This is an optimization exercise on Yosys and OpenROAD, whose aim is small area, not a production implementation. In this exercise RTL edits were held to simulation tests only and were not proved equivalent to the original. The flow treats the clock pin as an ideal source, which a real chip does not have. No activity file was given, so power comes from the tool's default toggle rates.

==> 01-21 <==
==> flow/design.v (excerpt) <==
module irq_generator#(
        parameter integer C_S_AXI_DATA_WIDTH = 32,
        parameter integer C_S_AXI_ADDR_WIDTH = 16,
        parameter integer C_AMOUNT_OF_IRQLINES = 16
    )(
        input wire                              ACLK,
        input wire                              ARESETN,
        output wire [C_AMOUNT_OF_IRQLINES-1:0]  irqgen_introut,
        input wire [C_S_AXI_ADDR_WIDTH-1:0]     S_AXI_AWADDR,
        input wire [2:0]                        S_AXI_AWPROT,
        input wire                              S_AXI_AWVALID,
        output wire                             S_AXI_AWREADY,
        input wire [C_S_AXI_DATA_WIDTH-1:0]     S_AXI_WDATA,
        input wire [(C_S_AXI_DATA_WIDTH/8)-1:0] S_AXI_WSTRB,
        input wire                              S_AXI_WVALID,
        output wire                             S_AXI_WREADY,
        output wire [1:0]                       S_AXI_BRESP,
        output reg                              S_AXI_BVALID,
        input wire                              S_AXI_BREADY,
        input wire [C_S_AXI_ADDR_WIDTH-1:0]     S_AXI_ARADDR,
        input wire [2:0]                        S_AXI_ARPROT,
        input wire                              S_AXI_ARVALID,
        output wire                             S_AXI_ARREADY,
        output reg [C_S_AXI_DATA_WIDTH-1:0]     S_AXI_RDATA,
        output wire [1:0]                       S_AXI_RRESP,
        output reg                              S_AXI_RVALID,
        input wire                              S_AXI_RREADY
    );
==> module irqgen_controller, before the edit <==
module irqgen_controller#(
        parameter integer C_AMOUNT_OF_IRQLINES = 16,
        parameter integer C_WIDTH_OF_IRQRATE = 14,
        parameter integer C_WIDTH_OF_IRQAMT = 12
    )(
        input wire                              ACLK,
        input wire                              ARESETN,
        input wire [C_WIDTH_OF_IRQRATE-1:0]     irq_rate,
        input wire [C_WIDTH_OF_IRQAMT-1:0]      irq_amt,
        input wire [4-1:0]                      irq_line,
        input wire [5-1:0]                      irq_handled,
        input wire                              start,
        output wire                             irq_rise,
        output wire [C_AMOUNT_OF_IRQLINES-1:0]  irq_out
    );
    reg [C_WIDTH_OF_IRQRATE-1:0] irq_rate_r;
    reg [C_WIDTH_OF_IRQAMT-1:0]  remaining_r;
    reg [4-1:0]                  irq_line_r;
    reg [C_WIDTH_OF_IRQRATE-1:0] irq_throttle_r;
    reg                          start_r;
    reg                          running;
    reg                          active;
    wire done      = (remaining_r == 'd0);
    wire run_next  = running & ~done;
    wire ack       = irq_handled[0] & (irq_handled[4:1] == irq_line_r);
    wire fire      = (irq_throttle_r >= irq_rate_r);
    wire step      = running & ~ack & ~active & ~done;
    assign irq_rise = step & fire;
    genvar i;
    generate
        for (i = 0; i < C_AMOUNT_OF_IRQLINES; i = i + 1) begin : g_out
            assign irq_out[i] = active & (irq_line_r == i);
        end
    endgenerate
    always @(posedge ACLK) begin
        if (start & ~run_next) begin
            irq_rate_r  <= irq_rate;
            remaining_r <= irq_amt;
            irq_line_r  <= irq_line;
        end else if (running & ack) begin
            remaining_r <= remaining_r - 'd1;
        end
    end
    always @(posedge ACLK) begin
        if (~ARESETN) begin
            start_r        <= 1'b0;
            running        <= 1'b0;
            active         <= 1'b0;
            irq_throttle_r <= 'd0;
        end else begin
            start_r <= start & ~run_next;
            running <= start_r | run_next;
            if (running & ack)
                active <= 1'b0;
            else if (irq_rise)
                active <= 1'b1;
            if (irq_rise)
                irq_throttle_r <= 'd0;
            else if (step)
                irq_throttle_r <= irq_throttle_r + 'd1;
        end
    end
endmodule
==> module irq_generator, before the edit <==
module irq_generator#(
        parameter integer C_S_AXI_DATA_WIDTH = 32,
        parameter integer C_S_AXI_ADDR_WIDTH = 16,
        parameter integer C_AMOUNT_OF_IRQLINES = 16
    )(
        input wire                              ACLK,
        input wire                              ARESETN,
        output wire [C_AMOUNT_OF_IRQLINES-1:0]  irqgen_introut,
        input wire [C_S_AXI_ADDR_WIDTH-1:0]     S_AXI_AWADDR,
        input wire [2:0]                        S_AXI_AWPROT,
        input wire                              S_AXI_AWVALID,
        output wire                             S_AXI_AWREADY,
        input wire [C_S_AXI_DATA_WIDTH-1:0]     S_AXI_WDATA,
        input wire [(C_S_AXI_DATA_WIDTH/8)-1:0] S_AXI_WSTRB,
        input wire                              S_AXI_WVALID,
        output wire                             S_AXI_WREADY,
        output wire [1:0]                       S_AXI_BRESP,
        output reg                              S_AXI_BVALID,
        input wire                              S_AXI_BREADY,
        input wire [C_S_AXI_ADDR_WIDTH-1:0]     S_AXI_ARADDR,
        input wire [2:0]                        S_AXI_ARPROT,
        input wire                              S_AXI_ARVALID,
        output wire                             S_AXI_ARREADY,
        output reg [C_S_AXI_DATA_WIDTH-1:0]     S_AXI_RDATA,
        output wire [1:0]                       S_AXI_RRESP,
        output reg                              S_AXI_RVALID,
        input wire                              S_AXI_RREADY
    );
    reg  [31:0] irq_gen_ctrl_r;
    reg  [31:0] irq_count_r;
    reg         wready_r;        
    reg         irq_rise_r;      
    reg         ctrl_set_r;      
    wire        wr_fire  = S_AXI_AWVALID & S_AXI_WVALID & ~wready_r;
    wire        wr_ctrl  = wr_fire & (S_AXI_AWADDR == 16'h0000);
    wire        wr_gen   = wr_fire & (S_AXI_AWADDR == 16'h0004) &
                           (S_AXI_WDATA[31:16] != 16'd0) & irq_gen_ctrl_r[0] & ctrl_set_r;
    wire        irq_rise;
    assign S_AXI_AWREADY = wready_r;
    assign S_AXI_WREADY  = wready_r;
    assign S_AXI_BRESP   = 2'b00;
    assign S_AXI_RRESP   = 2'b00;
    assign S_AXI_ARREADY = 1'b1;
    always @(posedge ACLK) begin
        if (~ARESETN) begin
            wready_r       <= 1'b0;
            S_AXI_BVALID   <= 1'b0;
            ctrl_set_r     <= 1'b0;
        end else begin
            wready_r <= wr_fire;
            if (S_AXI_BVALID)
                S_AXI_BVALID <= ~S_AXI_BREADY;
            else
                S_AXI_BVALID <= S_AXI_AWVALID & S_AXI_WVALID & wready_r;
            if (wr_ctrl)
                ctrl_set_r <= 1'b1;
        end
    end
    always @(posedge ACLK) begin
        if (wr_ctrl) begin
            irq_gen_ctrl_r[31:2] <= S_AXI_WDATA[31:2];
            irq_gen_ctrl_r[0]    <= S_AXI_WDATA[0];
        end
        irq_gen_ctrl_r[1] <= wr_ctrl & S_AXI_WDATA[1];
    end
    always @(posedge ACLK) begin
        if (~ARESETN)
            S_AXI_RVALID <= 1'b0;
        else if (S_AXI_RVALID)
            S_AXI_RVALID <= ~S_AXI_RREADY;
        else
            S_AXI_RVALID <= S_AXI_ARVALID;
    end
    wire [31:0] rd_hold  = {32{S_AXI_RVALID}};
    wire [31:0] rd_count = {32{~S_AXI_RVALID & S_AXI_ARADDR[3]}};
    wire [31:0] rd_ctrl  = {32{~S_AXI_RVALID & ~S_AXI_ARADDR[3] & ctrl_set_r}};
    always @(posedge ACLK) begin
        S_AXI_RDATA <= (rd_hold & S_AXI_RDATA) | (rd_count & irq_count_r) |
                       (rd_ctrl & irq_gen_ctrl_r);
    end
    irqgen_controller #(
        .C_AMOUNT_OF_IRQLINES(C_AMOUNT_OF_IRQLINES),
        .C_WIDTH_OF_IRQRATE(14),
        .C_WIDTH_OF_IRQAMT(12)
    ) irqgen_ctrl_inst (
        .ACLK(ACLK),
        .ARESETN(ARESETN),
        .irq_rate(S_AXI_WDATA[19:6]),
        .irq_amt(S_AXI_WDATA[31:20]),
        .irq_line(S_AXI_WDATA[3:0]),
        .irq_handled(irq_gen_ctrl_r[5:1]),
        .start(wr_gen),
        .irq_rise(irq_rise),
        .irq_out(irqgen_introut)
    );
    always @(posedge ACLK) begin
        if (~ARESETN) begin
            irq_rise_r  <= 1'b0;
            irq_count_r <= 32'd0;
        end else begin
            irq_rise_r  <= irq_rise;
            irq_count_r <= irq_count_r + {31'd0, irq_rise_r};
        end
    end
endmodule
export LEC_CHECK = 0
export CAP_MARGIN = 20
export CORE_MARGIN = 2
export CORE_UTILIZATION = 40
export SLEW_MARGIN = 20
create_clock -name core_clock -period 5.0 [get_ports {ACLK}]
standard.sh (not shown) runs the stock make flow with config.mk's settings and CLKGATE_MAP_FILE= SYNTH_SCRIPT=/design/flow/synth_recipe.tcl, a recipe that flattens the netlist after the stock synthesis.
==> flow/flow/run.sh <==
#!/bin/bash
# Own layout flow: the standard flow (standard.sh), with
#  - an area-oriented ABC mapping script (abc_area.script) for synthesis;
#    registers are mapped before ABC runs, so they stay the standard
#    synthesis's registers, with the same names and cell types,
#  - no fixed adder-cell mapping (ADDER_MAP_FILE empty), so ABC maps the
#    adders with the rest of the logic,
#  - sky130_fd_sc_hd__buf_1 as the port buffer cell (every port is still
#    buffered),
#  - CTS with clkbuf_4 clock buffers and no dummy loads.
# The tools' logs are under orfs/logs/; make's output is in standard.log.
set -euo pipefail
W=$(cd "$(dirname "${BASH_SOURCE[0]}")/.." && pwd)
S="$W/scripts_area"
rm -rf "$S"
cp -r "$FLOW_HOME/scripts" "$S"
cp "$W/flow/abc_area.script" "$S/abc_speed.script"
bash "$W/standard.sh" \
    "SCRIPTS_DIR=$S" \
    "ADDER_MAP_FILE=" \
    "BUFFER_PORTS_ARGS=-buffer_cell sky130_fd_sc_hd__buf_1" \
    "CTS_ARGS=-sink_clustering_enable -repair_clock_nets -dont_use_dummy_load -buf_list sky130_fd_sc_hd__clkbuf_4 -sink_clustering_size 20" \
    finish > "$W/standard.log" 2>&1
==> flow/flow/abc_area.script <==
strash
balance -l
resub -K 6 -l
rewrite -l
resub -K 6 -N 2 -l
refactor -l
resub -K 8 -l
balance -l
resub -K 8 -N 2 -l
rewrite -l
resub -K 10 -l
rewrite -z -l
resub -K 10 -N 2 -l
balance -l
resub -K 12 -l
refactor -z -l
resub -K 12 -N 2 -l
rewrite -z -l
balance -l
&get -n
&st
&dch -f
&nf -a -R 1000
&put
topo
==> 08-07: changes against 01-21 <==
--- a/flow/design.v
+++ b/flow/design.v
@@ -36,11 +36,12 @@
     always @(posedge ACLK) begin
         if (start & ~run_next) begin
             irq_rate_r  <= irq_rate;
-            remaining_r <= irq_amt;
             irq_line_r  <= irq_line;
-        end else if (running & ack) begin
-            remaining_r <= remaining_r - 'd1;
         end
+    end
+    always @(posedge ACLK) begin
+        remaining_r <= (start & ~run_next) ? irq_amt :
+                       remaining_r - {{(C_WIDTH_OF_IRQAMT-1){1'b0}}, running & ack};
     end
     always @(posedge ACLK) begin
         if (~ARESETN) begin
--- a/flow/flow/run.sh
+++ b/flow/flow/run.sh
@@ -7,7 +7,8 @@
 #    adders with the rest of the logic,
 #  - sky130_fd_sc_hd__buf_1 as the port buffer cell (every port is still
 #    buffered),
-#  - CTS with clkbuf_4 clock buffers and no dummy loads.
+#  - CTS with clkbuf_4 clock buffers and no dummy loads; afterwards the
+#    buffers that drive ten or more pins become clkbuf_8 (post_cts.tcl).
 # The tools' logs are under orfs/logs/; make's output is in standard.log.
 set -euo pipefail
 W=$(cd "$(dirname "${BASH_SOURCE[0]}")/.." && pwd)
@@ -20,4 +21,5 @@
     "ADDER_MAP_FILE=" \
     "BUFFER_PORTS_ARGS=-buffer_cell sky130_fd_sc_hd__buf_1" \
     "CTS_ARGS=-sink_clustering_enable -repair_clock_nets -dont_use_dummy_load -buf_list sky130_fd_sc_hd__clkbuf_4 -sink_clustering_size 20" \
+    "POST_CTS_TCL=$W/flow/post_cts.tcl" \
     finish > "$W/standard.log" 2>&1
--- a/flow/flow/abc_area.script
+++ b/flow/flow/abc_area.script
@@ -1,3 +1,27 @@
+strash
+balance -l
+resub -K 6 -l
+rewrite -l
+resub -K 6 -N 2 -l
+refactor -l
+resub -K 8 -l
+balance -l
+resub -K 8 -N 2 -l
+rewrite -l
+resub -K 10 -l
+rewrite -z -l
+resub -K 10 -N 2 -l
+balance -l
+resub -K 12 -l
+refactor -z -l
+resub -K 12 -N 2 -l
+rewrite -z -l
+balance -l
+&get -n
+&st
+&dch -f
+&nf -a -R 1000
+&put
 strash
 balance -l
 resub -K 6 -l
==> flow/flow/post_cts.tcl (new file) <==
set upsized 0
foreach inst [[ord::get_db_block] getInsts] {
  if {[[$inst getMaster] getName] ne "sky130_fd_sc_hd__clkbuf_4"} { continue }
  set net [[$inst findITerm X] getNet]
  if {$net eq "NULL"} { continue }
  set fanout [expr {[llength [$net getITerms]] - 1}]
  if {$fanout >= 10} {
    replace_cell [$inst getName] sky130_fd_sc_hd__clkbuf_8
    incr upsized
  }
}
puts "post_cts: upsized $upsized clock buffers to clkbuf_8"
if {$upsized > 0} {
  detailed_placement
  check_placement -verbose
}
==> 06-26: changes against 01-21 <==
--- a/flow/design.v
+++ b/flow/design.v
@@ -95,11 +95,10 @@
     reg  [31:0] irq_count_r;
     reg         wready_r;        
     reg         irq_rise_r;      
-    reg         ctrl_set_r;      
     wire        wr_fire  = S_AXI_AWVALID & S_AXI_WVALID & ~wready_r;
     wire        wr_ctrl  = wr_fire & (S_AXI_AWADDR == 16'h0000);
     wire        wr_gen   = wr_fire & (S_AXI_AWADDR == 16'h0004) &
-                           (S_AXI_WDATA[31:16] != 16'd0) & irq_gen_ctrl_r[0] & ctrl_set_r;
+                           (S_AXI_WDATA[31:16] != 16'd0) & irq_gen_ctrl_r[0];
     wire        irq_rise;
     assign S_AXI_AWREADY = wready_r;
     assign S_AXI_WREADY  = wready_r;
@@ -110,7 +109,7 @@
         if (~ARESETN) begin
             wready_r       <= 1'b0;
             S_AXI_BVALID   <= 1'b0;
-            ctrl_set_r     <= 1'b0;
+            irq_gen_ctrl_r <= 32'd0;
         end else begin
             wready_r <= wr_fire;
             if (S_AXI_BVALID)
@@ -118,15 +117,10 @@
             else
                 S_AXI_BVALID <= S_AXI_AWVALID & S_AXI_WVALID & wready_r;
             if (wr_ctrl)
-                ctrl_set_r <= 1'b1;
+                irq_gen_ctrl_r <= S_AXI_WDATA;
+            else
+                irq_gen_ctrl_r[1] <= 1'b0;
         end
-    end
-    always @(posedge ACLK) begin
-        if (wr_ctrl) begin
-            irq_gen_ctrl_r[31:2] <= S_AXI_WDATA[31:2];
-            irq_gen_ctrl_r[0]    <= S_AXI_WDATA[0];
-        end
-        irq_gen_ctrl_r[1] <= wr_ctrl & S_AXI_WDATA[1];
     end
     always @(posedge ACLK) begin
         if (~ARESETN)
@@ -136,12 +130,9 @@
         else
             S_AXI_RVALID <= S_AXI_ARVALID;
     end
-    wire [31:0] rd_hold  = {32{S_AXI_RVALID}};
-    wire [31:0] rd_count = {32{~S_AXI_RVALID & S_AXI_ARADDR[3]}};
-    wire [31:0] rd_ctrl  = {32{~S_AXI_RVALID & ~S_AXI_ARADDR[3] & ctrl_set_r}};
     always @(posedge ACLK) begin
-        S_AXI_RDATA <= (rd_hold & S_AXI_RDATA) | (rd_count & irq_count_r) |
-                       (rd_ctrl & irq_gen_ctrl_r);
+        if (~S_AXI_RVALID)
+            S_AXI_RDATA <= S_AXI_ARADDR[3] ? irq_count_r : irq_gen_ctrl_r;
     end
     irqgen_controller #(
         .C_AMOUNT_OF_IRQLINES(C_AMOUNT_OF_IRQLINES),
==> flow/run.sh (new file) <==
#!/bin/bash
# synth_recipe.tcl (not shown) runs the flow's synth.tcl, then flattens the netlist and writes it again
# the make line also repeats each setting of config.mk as NAME=value (left out here)
make -C /OpenROAD-flow-scripts/flow DESIGN_CONFIG=/design/flow/config.mk WORK_HOME=/design/flow/orfs CLKGATE_MAP_FILE= SYNTH_SCRIPT=/design/flow/synth_recipe.tcl finish
removed: flow/flow/run.sh
removed: flow/flow/abc_area.script
removed: flow/standard.sh
==> comparison <==
- Against 01-21, the utilization of 08-07 is higher by 0.35 points.
- 01-21 produced a clean layout. 08-07 finished with timing, DRC and antenna clean. 06-26 completed without violations.
- Power, lowest first: 01-21, 08-07, 06-26.
- In combinational power, 06-26 is at 2.5 times the value of 08-07.
- Against 08-07, the clock skew of 06-26 is lower by 0.021 ns.
- Against 01-21, the global-route usage of 06-26 is higher by 2.3 points.
- Area after synthesis: 06-26 > 01-21 > 08-07.

-- what the ideal ports hide --
Ports are ideal in the flow. The routed layouts listed here were re-timed in OpenROAD. Step 1 assumes that a clkbuf_16 drives the clock port and a buf_2 every other input. Step 2 times the ports against the registers' clock, not the clock port: input delays grow and output delays shrink by t, the midpoint of the rising clock arrivals with the driver on. a / b / c = ideal ports / drivers / drivers and shift; a / b = the first two.
run | t (ns) | setup WS [ns] | hold WS [ns]
01-21 | 0.553 | 0.409 / 0.409 / 0.409 | 0.460 / 0.460 / 0.460
08-07 | 0.454 | 0.390 / 0.390 / 0.390 | 0.448 / 0.448 / 0.448
06-26 | 0.461 | 1.774 / 1.731 / 1.378 | 0.429 / 0.429 / 0.429
After both steps setup and hold are still met in every run listed. For 06-26, which loses most, drivers alone change the setup slack by -0.043 ns; drivers and shift together by -0.396 ns.
